Background: an optimization exercise with open tools, aiming at small area. Do not read the settings as production practice. Function was checked by simulation only, so behaviour that the tests miss may differ from the original. Power and IR drop assume default switching activity.

## flow/design.v (module list and top-level ports; edited modules follow where they fit)
// module LeNet_C1_layer: 3784 lines
// module c1_hold: 9 lines
// module c1_fa: 10 lines
module LeNet_C1_layer(
	input	wire		i_sclk,
	input	wire		i_rstn,
	input	wire		i_vsync,
	input	wire		i_hsync,
	input	wire		i_valid,
	input	wire		i_tdata,
	input	wire[5:0]	i_W_en,
	input	wire[7:0]	i_Weight_1,
	input	wire[7:0]	i_Weight_2,
	input	wire[7:0]	i_Weight_3,
	input	wire[7:0]	i_Weight_4,
	input	wire[7:0]	i_Weight_5,
	input	wire[7:0]	i_Weight_6,
	input	wire[4:0]	i_W_addr,
	input	wire[7:0]	i_Bias_1,
	input	wire[7:0]	i_Bias_2,
	input	wire[7:0]	i_Bias_3,
	input	wire[7:0]	i_Bias_4,
	input	wire[7:0]	i_Bias_5,
	input	wire[7:0]	i_Bias_6,
	output	reg 		o_hsync,
	output	reg 		o_valid,
	output	reg [5:0]	o_tdata
);
  // ...
==> flow/flow/run.sh <==
#!/bin/bash
# The standard layout (standard.sh) with two changes: the port buffers use the
# smallest buffer cell, and clock tree synthesis adds no dummy loads and
# clusters up to 25 sinks within 100 um. Each step's full log stays under
# orfs/logs; make's own output goes to standard.log.
set -euo pipefail
export BUFFER_PORTS_ARGS="-buffer_cell sky130_fd_sc_hd__buf_1"
export CTS_ARGS="-sink_clustering_enable -repair_clock_nets -dont_use_dummy_load -sink_clustering_size 25 -sink_clustering_max_diameter 100"
bash standard.sh > standard.log 2>&1
==> flow/standard.sh <==
#!/bin/bash
# synth_recipe.tcl (not shown) runs the flow's synth.tcl, then flattens the netlist and writes it again
# the make line also repeats each setting of config.mk as NAME=value (left out here)
make -C /OpenROAD-flow-scripts/flow DESIGN_CONFIG=/design/flow/config.mk WORK_HOME=/design/flow/orfs CLKGATE_MAP_FILE= SYNTH_SCRIPT=/design/flow/synth_recipe.tcl "${@:-finish}"
==> flow/config.mk <==
export PLATFORM = sky130hd
export DESIGN_NAME = LeNet_C1_layer
export DESIGN_NICKNAME = LeNet_C1_layer
export VERILOG_FILES = /design/flow/design.v
export SDC_FILE = /design/flow/constraint.sdc
export NUM_CORES = 4
export LEC_CHECK = 0
export CAP_MARGIN = 20
export CORE_MARGIN = 2
export CORE_UTILIZATION = 66
export CTS_CLUSTER_DIAMETER = 100
export CTS_CLUSTER_SIZE = 25
export PLACE_DENSITY = 0.76
export SLEW_MARGIN = 20
export SYNTH_HIERARCHICAL = 1
==> flow/constraint.sdc <==
create_clock -name core_clock -period 6.0 [get_ports {i_sclk}]
set_input_delay 1.2000 -clock core_clock [delete_from_list [all_inputs] [get_ports {i_sclk}]]
set_output_delay 1.2000 -clock core_clock [all_outputs]
set_load 0.01 [all_outputs]
==> flow_results.org, run 1 <==
** STA
- Of the available clock period, the critical path in the final layout requires 0.967.
- For the final routed database, the setup TNS stands at 0 ns.
- In the post-route analysis, the smallest setup slack over all paths is 0.200 ns.
- Tightest slew margin relative to the limit :: 0.120
- Setup violations remaining at the end of the flow were counted as 0.

** Worst setup path
- Grouping stages by cell kind, the critical path spends the most delay in adder cells.
- The worst setup path is launched from a flop.
- Classification of the worst setup path :: flop to flop
- Counting cells, the worst reg-to-reg path comes to 16.
- The critical path goes through buf_12, nand2_1, fa_1, fa_1, fa_1, fa_1, fa_1, fa_1, fa_1, fa_1, ha_1, a211oi_2, nand3_1, a2bb2oi_1, a221oi_1, or3_1.

** Synthesis
- Of the total synthesized cell area, the portion taken by XOR and XNOR cells is 0.000126.
- Of the post-synthesis cell area, the part taken by muxes is 0.
- Counting flops and latches in the post-synthesis netlist gives 1345.
- Of the total synthesized cell area, the portion taken by full adders, half adders and majority gates is 0.327.
- Yosys printed 7 warnings.
- Share of the yosys chip area belonging to registers :: 0.386

** Floorplanning
- Row generation in the floorplan step produced 119 rows.
- Number of placed I/O pins :: 121
- Overall die area :: 108000 um^2

** Cells and area
- Multi-input combinational cell count :: 4142
- The fraction of final cell area spent on non-clock buffers in this run is 0.0291.
- Multi-input combinational cell area :: 42000 um^2
- Leaving out fill and tap cells, the most frequent cell in the layout is dfxtp_1.
- The register with the most flip-flops in the layout has 1200 of them.
- Once layout is complete, the utilization of the core stands at 0.711.
- Ranked by flip-flop count, first place goes to wr.
- Fill cells in the final layout number 7448.
- In the finished design the tool counted flip-flops and latches totalling 1345.

** Status
- The flow ran to the end and the layout has no timing, DRC or antenna violations.

** Drt
- After detailed routing, the number of vias per cell comes to 6.97.
- Detailed routing inserted a total of 50700 vias.
- Total length of routed met2 wires :: 99.0 mm
- Overall routed net length :: 231 mm

** Clock network
- Counting every sink on the clock net gives 1345.
- Post-CTS Repair Setup Buffers :: 0
- The H-tree was split into 2 levels.

** Place
- Hpwl dp :: 167 mm
- Routability-driven placement finished with a final weighted congestion of 1.04.
- Placement-stage cell area :: 72900 um^2

** Pwr
- Power density of the placed cells :: 199 nW/um^2
- P_clk :: 4.69 mW
- Of the total power, the share spent switching nets is 0.251.

** Min path
- In this run the worst hold path is classified as flop to flop.

** Global route
- The layer flagged by global routing as most heavily used is met2.
==> inputs of run 2 (changes only) <==
--- a/flow/design.v
+++ b/flow/design.v
@@ -63,24 +63,32 @@
 end
 reg [116:0]	lb;
 wire[116:0]	lb_nx;
 wire		lb_e = val_d[5];
 wire		lb_ne = ~val_d[5];
 c1_hold lb_hold[116:0] (.e(lb_e), .ne(lb_ne), .d({lb[115:0], pix_d[5]}), .q(lb), .y(lb_nx));
 always @(posedge i_sclk)
 	lb <= lb_nx;
-reg [1199:0]	wr;	 
+wire[24:0]	ndec;
+wire		nrst = ~i_rstn;
+wire[5:0]	nwr = ~(i_W_en & {6{i_rstn}});	 
 genvar g, a;
 generate
+	for (a = 0; a < 25; a = a + 1) begin: adec
+		assign ndec[a] = i_W_addr != a;
+	end
+endgenerate
+reg [1199:0]	wr;	 
+generate
 	for (g = 0; g < 6; g = g + 1) begin: wgt
 		for (a = 0; a < 25; a = a + 1) begin: adr
-			wire we = i_W_en[g] && i_W_addr == a;
-			wire e = i_rstn && we;
-			wire ne = i_rstn && !we;
+			wire e, ne;
+			c1_nor2 sel_e (.a(nwr[g]), .b(ndec[a]), .y(e));
+			c1_nor2 sel_ne (.a(e), .b(nrst), .y(ne));
 			wire[7:0] nx;
 			c1_hold h[7:0] (.e(e), .ne(ne), .d(wt[g]), .q(wr[8*(25*g+a) +: 8]), .y(nx));
 			always @(posedge i_sclk)
 				wr[8*(25*g+a) +: 8] <= nx;
 		end
 	end
 endgenerate
 wire m0_1 = ~(wr[0] & lb[116]);
@@ -3786,16 +3794,23 @@
 	input	wire	e,
 	input	wire	ne,
 	input	wire	d,
 	input	wire	q,
 	output	wire	y
 );
 assign y = (e & d) | (ne & q);
 endmodule
+module c1_nor2(
+	input	wire	a,
+	input	wire	b,
+	output	wire	y
+);
+assign y = ~(a | b);
+endmodule
 module c1_fa(
 	input	wire	a,
 	input	wire	b,
 	input	wire	c,
 	output	wire	s,
 	output	wire	co
 );
 assign s = a ^ b ^ c;
==> run 2 against run 1 <==
  * Critical path depth did not move
  * Clock-buffer cell count did not move
  * Sequential power barely moved
  * Die area fell by 1.3%
  * Clock power barely moved
  * Largest cell class unchanged
  * Clock skew rose by 0.0042 ns
  * Cell count fell by 1.2%
  * Via count fell by 5.1%
==> flow_results.org, run 2 <==
** Cells and area
- Commonest non-fill, non-tap cells in the layout :: dfxtp_1, a22o_1, fa_1
- Finished Layout Cells :: 7187
- Layout cell share with drive strength beyond 1 :: 0.0413
- The flip-flop count of the largest register after layout is 1200 (unchanged).
- Layout Nets :: 7064
- Summing all flip-flop and latch instances after layout gives 27000 um^2.
- The area growth from synthesis to layout is 6.97%.
- The footprint of the multi-input gates is 41300 um^2 (-1.8%).
- Counting flops per register, the top entry is wr.
- Registers with the most flip-flops :: wr x1200, lb x117, val_d x7
- The count of filler cells inserted in the layout was 7445 (-0.040%).
- After routing the design area is 73600 um^2.
- Commonest non-fill, non-tap cell in the layout :: dfxtp_1

** Synthesis
- Share of synthesized flip-flops with an asynchronous set or reset :: 0
- In the synthesized netlist, the number of instances is 5625.
- Number of nets in the synthesized netlist :: 6881
- By count the netlist is led by dfxtp_1, a22o_1, fa_1.
- In this run the cell area of the synthesized design comes to 68800 um^2.
- Average size of a mapped cell :: 12.2 um^2
- Largest area contributor in the synthesized netlist :: dfxtp_1
- Synth area leaders :: dfxtp_1, fa_1, a22o_1, nand2_1, nor2_1
- The most common cell in the synthesized netlist is dfxtp_1.
- Synth warn :: 7 (unchanged)
- The sequential cell area fraction in the yosys report was 0.391 (+0.00503).
- Flip-flop cell with the highest count after synthesis :: dfxtp_1
- In this run, synthesis inferred 0 flip-flops with an integrated enable.
- Flop and latch count out of synthesis :: 1345 (unchanged)
- Of the post-synthesis cell area, the dominant cell type holds 0.391.
- Number of distinct library cell variants in the gate-level netlist after synthesis :: 29

** Worst setup path
- Largest stage delay on the critical path :: 0.62 ns
- Data arrival time of the worst path :: 6.53 ns
- The worst register-to-register path begins at lb[113].
- Required time of the critical path :: 6.63 ns
- Among cell families on the critical path, the largest total delay comes from adder cells.
- Cells traversed along the worst timing path :: buf_12, nand2_1, fa_1, fa_1, fa_1, fa_1, fa_1, fa_1, fa_1, fa_1, ha_1, a211oi_2, nand3_1, a2bb2oi_1, a221oi_1, or3_1
- Cell occurring most often along the worst timing path :: fa_1
- Max FO, Critical Path :: 16
- The worst setup path is of the flop to flop kind.
- The worst setup path is captured at a flop.
- In this run the worst setup path begins at lb[113].
- Kind of launch point of the worst setup path :: flop
- The number of buffers and inverters on the critical path is 1.
- Among all stages on the critical path, the largest delay is contributed by fa_1.

** Clock network
- Skew-Pair Late Insertion Delay :: 0.74 ns
- Clock Sinks :: 1345 (unchanged)
- The post-CTS setup repair buffer count was 0 (unchanged).
- Clock-pin slew was measured on the worst setup and hold paths at 0.10 ns.
- Clock tree synthesis selected as its root buffer the cell clkbuf_16.
- Hold Buf Count CTS :: 0
- Buffers inserted during clock tree synthesis total 61.
- Post-cts repair resize count :: 0
- Clock buffer depth :: 3
- H-tree depth :: 2 (unchanged)
- TritonCTS clock tree :: built

** Place
- Placement-stage cell area :: 72000 um^2 (-1.2%)
- Timing analysis after detailed placement gives a worst setup slack of 0.135 ns.
- Port Buf Inserts :: 120
- Routability-driven placement congestion ratio :: 0.974 (-6.0%)
- The final HPWL from detailed placement came to 152 mm (-9.0%).
- Cell count after placement :: 7124

** Pwr
- Leak Pwr :: 22.3 nW
- Maximum resistive drop on vdd :: 0.319 mV
- Power density of the placed cells :: 200 nW/um^2 (+0.48%)
- Power comes to 14.7 mW.

** STA
- Achievable frequency :: 169 MHz
- Total Negative Setup Slacks :: 0 ns (unchanged)
- Transition at the pin with the smallest max-transition slack :: 1.19 ns
- Tightest slew margin relative to the limit :: 0.206 (+0.0854)
- The final setup violation count came to 0 (unchanged).
- The part of the cycle the worst path needs came to 0.984 (+0.0169).
- Max Clock Skew :: 0.0680 ns
- The slack of the critical path is 0.0983 ns (-0.102 ns).
- Final-report max-slew violation count :: 0
- The number of hold violations in the final report is 0.
- Fin crit period :: 5.90 ns

** Status
- Result of the run :: no timing/DRC/antenna violations

** Global route
- Across every metal layer, demand over resource in global routing totals 0.396.
- met1 is the most crowded layer.
- Antenna violations before repair :: 5
- For met1 alone, demand over resource in global routing was 0.576.
- Global-route congestion overflow total :: 0
- Entering global routing, the biggest net connects 87 pins.
- For met2 alone, demand over resource in global routing was 0.571.
- First-pass GRT wire length :: 313 mm
- Vias in the first global route :: 48500
- Grt met3 use :: 0.106

** Drt
- In this run the remaining antenna-violating nets after routing total 0.
- The via density per instance came to 6.70 (-3.9%).
- The pre-antenna-repair detailed-routing pass consisted of 6 iterations.
- In the final routed layout, each cell accounts on average for 29.2 um.
- The via count was 48200 (-5.1%).
- For this block, the initial DRC count from the detailed router was 6062.
- For this run, design rule violations remaining after detail routing come to 0.
- The total routed wirelength came to 210 mm (-9.2%).

** Floorplanning
- The I/O pin count was 121 (unchanged).
- The die is 327 um wide.
- Initial cell density of the core :: 0.665
- Core Area :: 103000 um^2
- The die is 327 um tall.
- The area enclosed by the die boundary is 107000 um^2 (-1.3%).
- Placement Rows :: 118 (-0.84%)

** Job
- Number of max-cap violations :: 0

** Min path
- The startpoint identified for the worst hold timing path is val_d[6].
- Min-delay worst type :: flop to flop
[run 2: through the flow]
step	util	hold slack, ns
after floorplan	-	0.310
after global placement	0.696	0.310
after detailed placement	0.696	0.313
after CTS	0.711	0.326
after global routing	0.711	0.341
final	0.711	0.323
[run 2: final timing paths]
kind	end	slack [ns]	cells past startpoint
worst min-delay path	val_d[7]	0.32	0
worst max register to register	o_tdata[4]	0.1	16
worst min register to register	val_d[7]	0.32	0
worst max-delay path	o_tdata[4]	0.1	16
[run 2: kinds of logic after synthesis]
group	count (synthesis)	synth area share
AOI/OAI and AO/OA	1388	0.176
xor gates and xnor gates	1	0.000127
adders and majority gates	1143	0.331
buffers and inverters	174	0.00949
DFF	1345	0.391
and+or+nand+nor	1574	0.0922
[run 2: worst reg2reg max path, delay by kind of cell, from the launching register on]
kind                     cells  cell delay [ns]
AND/OR/NAND/NOR              3             0.38
adder cells (fa/ha/maj)      9             4.15
flip-flops                   1             0.45
buffers and inverters        1             0.22
AO/OA/AOI/OAI                3             0.60
[run 2: final cells by class]
type,instances,area share
well taps,1380,0.0235
clock buffers,61,0.0207
repair buffers,247,0.0263
diodes,1,0.0000340
multi-input cells,4106,0.561
flip-flops and latches,1345,0.366
inverters,47,0.00248
[run 2: layer usage]
layer	part of all wire	up-vias
met5	0.00015	-
met4	0.050	6
met3	0.12	379
met2	0.43	2874
met1	0.40	24900
li1	-	20100
[run 2: power by group]
group          switching [mW]  total [mW]  internal, mW
Sequential             0.0739        9.10          9.02
Combinational           0.696       0.966         0.270
Clock                    2.85        4.66          1.81
[run 2: per-module statistics from Yosys, one instance, submodules excluded]
module / cells / cell area (um^2) / flops+latches / times used
LeNet_C1_layer: 2880 / 33600 / 1345 / 1
c1_fa: 1 / 20.0 / 0 / 1128
c1_hold: 1 / 8.76 / 0 / 1317
c1_nor2: 1 / 3.75 / 0 / 300
==> inputs of run 3 (changes only) <==
--- a/flow/config.mk
+++ b/flow/config.mk
@@ -9,6 +9,6 @@
 export CORE_MARGIN = 2
-export CORE_UTILIZATION = 66
+export CORE_UTILIZATION = 70
 export CTS_CLUSTER_DIAMETER = 100
 export CTS_CLUSTER_SIZE = 25
-export PLACE_DENSITY = 0.76
+export PLACE_DENSITY = 0.8
 export SLEW_MARGIN = 20
==> run 3 against run 2 <==
  * Still clean
  * Non-clock buffer count grew 56
  * Critical path depth grew 1
  * Global-route usage grew 1.9 points
  * Combinational power rose by 1%
  * Cell count down 0.42%
  * Maximum frequency up 0.44%
  * Sequential cell count is the same
  * Clock-buffer cell count stayed put
  * Sequential power about the same
  * Register-to-register slack improved by 0.03 ns
  * Largest power group unchanged
==> flow_results.org, run 3 <==
** Floorplanning
- The starting density of the core was 0.702 (+0.0374).
- Die span in x :: 318 um (-2.9%)
- The I/O pin count came to 121 (unchanged).
- The area of the core is 98000 um^2 (-5.3%).
- Placement Rows :: 115 (-2.5%)
- Overall die area :: 101000 um^2 (-5.6%)
- Y dimension of the die :: 318 um (-2.9%)

** Synthesis
- Synth warn :: 7 (unchanged)
- Most instantiated cells after synthesis :: dfxtp_1, a22o_1, fa_1
- The synthesized instance count was 5625 (unchanged).
- The number of distinct standard cells referenced by the synthesized netlist came to 29 (unchanged).
- The synthesized design spends more area on one cell type than any other, namely dfxtp_1.
- Flop and latch count out of synthesis :: 1345 (unchanged)
- Synth area leaders :: dfxtp_1, fa_1, a22o_1, nand2_1, nor2_1
- Flip-flop cell with the highest count after synthesis :: dfxtp_1
- The number of flops mapped to enable cells by yosys is 0 (unchanged).
- The per-instance average area after synthesis came to 12.2 um^2 (unchanged).
- Share of the synthesized area in the top cell type :: 0.391 (unchanged)
- Cell area after synthesis :: 68800 um^2 (unchanged)
- The sequential cell area fraction in the yosys report came to 0.391 (unchanged).
- Yosys instantiated no cell more often than dfxtp_1.
- The synthesized netlist net count came to 6881 (unchanged).
- Share of synthesized flip-flops with an asynchronous set or reset :: 0 (unchanged)

** Pwr
- Power density of the placed cells :: 199 nW/um^2 (-0.54%)
- The worst-case vdd ir drop came to 0.242 mV (-24%).
- The static leakage power was 22.6 nW (+1.4%).

** STA
- The count of final max-slew check failures came to 0 (unchanged).
- Final setup violation count :: 0 (unchanged)
- The transition at the pin with the smallest max-transition slack is 1.31 ns (+0.124 ns).
- The time the worst path needs with I/O delays and setup came to 5.88 ns (-0.0257 ns).
- The final-layout setup total negative slack came to 0 ns (unchanged).
- Period Utilization, post-route :: 0.979 (-0.00428)
- Achievable frequency :: 170 MHz (+0.44%)
- The number of hold violations in the final report is 0 (unchanged).
- Tightest slew margin relative to the limit :: 0.123 (-0.0828)
- The final setup skew was 0.0667 ns (-0.00131 ns).

** Min path
- The number of stages on the worst hold path is 0 (unchanged).
- The tightest min-delay check is of the flop to flop type.
- The startpoint identified for the worst hold timing path is res_d[6].
- The path with the worst hold slack has its endpoint at o_valid.

** Global route
- The first-pass GRT wire length was 312 mm (-0.42%).
- The total routing usage reported by global routing was 0.415 (+0.0188).
- Antenna violations before repair :: 6 (+1)
- The maximum number of pins on one net before global-route repair was 86 (-1.1%).
- Vias in the first global route :: 49400 (+2.0%)
- Global-route congestion overflow total :: 0 (unchanged)

** Drt
- DR DRC count :: 0 (unchanged)
- Final routed wire length divided by cell count :: 29.3 um (+0.26%)
- The number of nets with antenna violations after routing came to 0 (unchanged).
- First-pass detailed-route iteration total :: 6 (unchanged)
- Overall routed net length :: 209 mm (-0.16%)
- The via count was 49300 (+2.3%).
- Number of vias per cell after detailed routing :: 6.88 (+2.7%)
- The number of DRC violations after detailed-routing iteration 0 is 6541 (+7.9%).

** Worst setup path
- In this run the critical register-to-register path is launched from lb[58].
- Largest stage delay on the critical path :: 0.57 ns (-0.05 ns)
- Standard cell with the maximum stage delay on the critical path :: fa_1
- Among the stages of the critical path, the cell type that occurs most often is fa_1.
- Reg2Reg Capture Point :: o_tdata[1]
- Data arrival time of the worst path :: 6.56 ns (+0.03 ns)
- The critical path goes through buf_12, buf_12, and2_1, fa_1, fa_1, fa_1, fa_1, fa_1, fa_1, fa_1, fa_1, ha_1, a211oi_2, nand3_1, a2bb2oi_1, a221oi_1, or3_1.
- The worst setup path is launched from a flop.
- The register-to-register setup slack is 0.12 ns (+0.03 ns).
- The worst setup path is captured at a flop.
- The data required time at the worst endpoint was 6.68 ns (+0.05 ns).
- Classification of the worst setup path :: flop to flop
- The maximum fanout along the worst path is 17 (+1).
- Depth of the worst register-to-register path :: 17 (+1)

** Cells and area
- The share of cells above drive strength 1 was 0.0503 (+0.00899).
- The final layout net count was 7120 (+0.79%).
- Leaving out fill and tap cells, the most frequent cell in the layout is dfxtp_1.
- Register with the most flip-flops :: wr
- The number of standard cells in the final layout excluding fillers was 7157 (-0.42%).
- The footprint of the multi-input gates was 41300 um^2 (about the same).
- The storage element area is 27000 um^2 (unchanged).
- Flip-flop count of the largest register after layout :: 1200 (unchanged)
- The count of filler cells inserted in the layout came to 6480 (-13%).
- Registers with the most flip-flops :: wr x1200, lb x117, val_d x7
- In the layout the commonest cells are dfxtp_1, a22o_1, fa_1.
- Area overhead of the layout relative to synthesis :: 7.50%

** Clock network
- Root buffer cell :: clkbuf_16
- The number of buffers inserted by hold repair at cts was 0 (unchanged).
- The maximum buffer depth of the clock tree was 3 (unchanged).
- Number of clock buffers inserted by TritonCTS :: 61 (unchanged)
- H-tree depth :: 2 (unchanged)
- TritonCTS built the clock tree.
- Skew-Pair Late Insertion Delay :: 0.73 ns (about the same)
- The number of clock sinks was 1345 (unchanged).
- The clock edge transition at the registers on the reported setup and hold paths came to 0.10 ns (about the same).

** Place
- Hpwl dp :: 149 mm (-1.8%)
- The number of port buffers is 120 (unchanged).
- The post-placement cell count was 7078 (-0.65%).
- Routability-driven placement congestion ratio :: 0.980 (+0.69%)

** Status
- The flow ran to the end and the layout has no timing, DRC or antenna violations.

** Job
- Number of max-cap violations :: 0 (unchanged)
## run 3: cell counts after synthesis
No cell type changed its count.
## run 3: cells by family after synthesis
family | after synthesis | synth area share
adders and majority gates | 1143 | 0.331
DFF | 1345 | 0.391
xor gates and xnor gates | 1 | 0.000127
AOI/OAI and AO/OA | 1388 | 0.176
buffers and inverters | 174 | 0.00949
and+or+nand+nor | 1574 | 0.0922
## run 3: modules after synthesis (local to each module, per instance)
module / times used / flops+latches / area [um^2] / cells
LeNet_C1_layer: 1 / 1345 / 33600 / 2880
c1_fa: 1128 / 0 / 20.0 / 1
c1_hold: 1317 / 0 / 8.76 / 1
c1_nor2: 300 / 0 / 3.75 / 1
## run 3: worst max path at each step
| stage | to | cells past startpoint | slack (ns) | start |
|---|---|---|---|---|
| 6_report | o_tdata[1] | 17 | 0.12 | lb[58] |
| 5_1_grt | o_tdata[1] | 17 | -0.04 | lb[58] |
| 4_1_cts | o_tdata[1] | 16 | 0.07 | lb[57] |
| 3_5_place_dp | o_tdata[1] | 16 | 0.09 | lb[57] |
| 3_3_place_gp | o_tdata[1] | 16 | 0.22 | lb[57] |
| 2_1_floorplan | o_tdata[0] | 17 | 0.28 | lb[58] |
## run 3: layout make-up
| cell class | instances | share of cell area |
|---|---|---|
| Inverter | 47 | 0.00247 |
| Multi-Input combinational cell | 4106 | 0.558 |
| Timing Repair Buffer | 303 | 0.0324 |
| Clock buffer | 61 | 0.0206 |
| Sequential cell | 1345 | 0.365 |
| Tap cell | 1287 | 0.0218 |
| Antenna cell | 8 | 0.000271 |
## run 3: per-stage QoR
step	hold WS (ns)	instance area [um^2]	util	power, mW	setup WS, ns
2_1_floorplan	0.310	68800	-	9.72	0.283
3_3_place_gp	0.310	72200	0.737	10.2	0.221
3_5_place_dp	0.315	72200	0.737	10.2	0.0870
4_1_cts	0.327	73700	0.753	14.7	0.0680
5_1_grt	0.332	74000	0.755	15.1	-0.0371
6_report	0.330	74000	0.755	14.7	0.124
## run 3: worst max-delay path, delay by kind of cell (launching register included)
kind,cells,cell delay [ns]
compound gates,3,0.63
fa+ha+maj,9,4.05
buf+inv,2,0.32
flops,1,0.36
simple gates,3,0.45
## run 3: power breakdown
part	switching, mW	total (mW)	internal (mW)
registers	0.0683	9.09	9.02
logic	0.705	0.978	0.273
clock network	2.84	4.65	1.81
total	3.61	14.7	11.1
## run 3: what timing repair did
action | CTS | global route
setup endpoints to repair | 0 | 6
resized for setup | 0 | 17
buffers inserted | 0 | 5
## run 3: per-layer routing
layer | vias up | part of all wire | GRT usage | routed length [um]
li1 | 20200 | - | - | -
met1 | 25100 | 0.38 | 0.591 | 80200
met2 | 3455 | 0.43 | 0.600 | 90800
met3 | 489 | 0.13 | 0.119 | 27100
met4 | 6 | 0.054 | 0.184 | 11400
met5 | - | 0.00016 | 0 | 34

## port drivers added, routing unchanged
In the flow no input, the clock included, has a driving cell. The finished layouts below were timed again as built, in two steps.
Step 1, drivers: a clkbuf_16 drives i_sclk and a buf_2 each remaining input, both assumed.
Step 2, shift: input delay + t, output delay - t, t = (earliest + latest rising clock arrival at the registers) / 2. This alone moves slack from input paths to output paths.
Slacks: ideal / step 1 / step 2; pairs: ideal / step 1.
run	t (ns)	setup slack, ns	latest minus earliest clock arrival (ns)	worst register clock-pin slew, ns
run 1	0.793	0.200 / 0.200 / 0.200	0.065 / 0.065	0.11 / 0.11
run 2	0.791	0.098 / 0.098 / 0.098	0.074 / 0.074	0.10 / 0.10
run 3	0.770	0.124 / 0.124 / 0.124	0.076 / 0.075	0.11 / 0.11
After both steps every run listed still meets setup and hold.
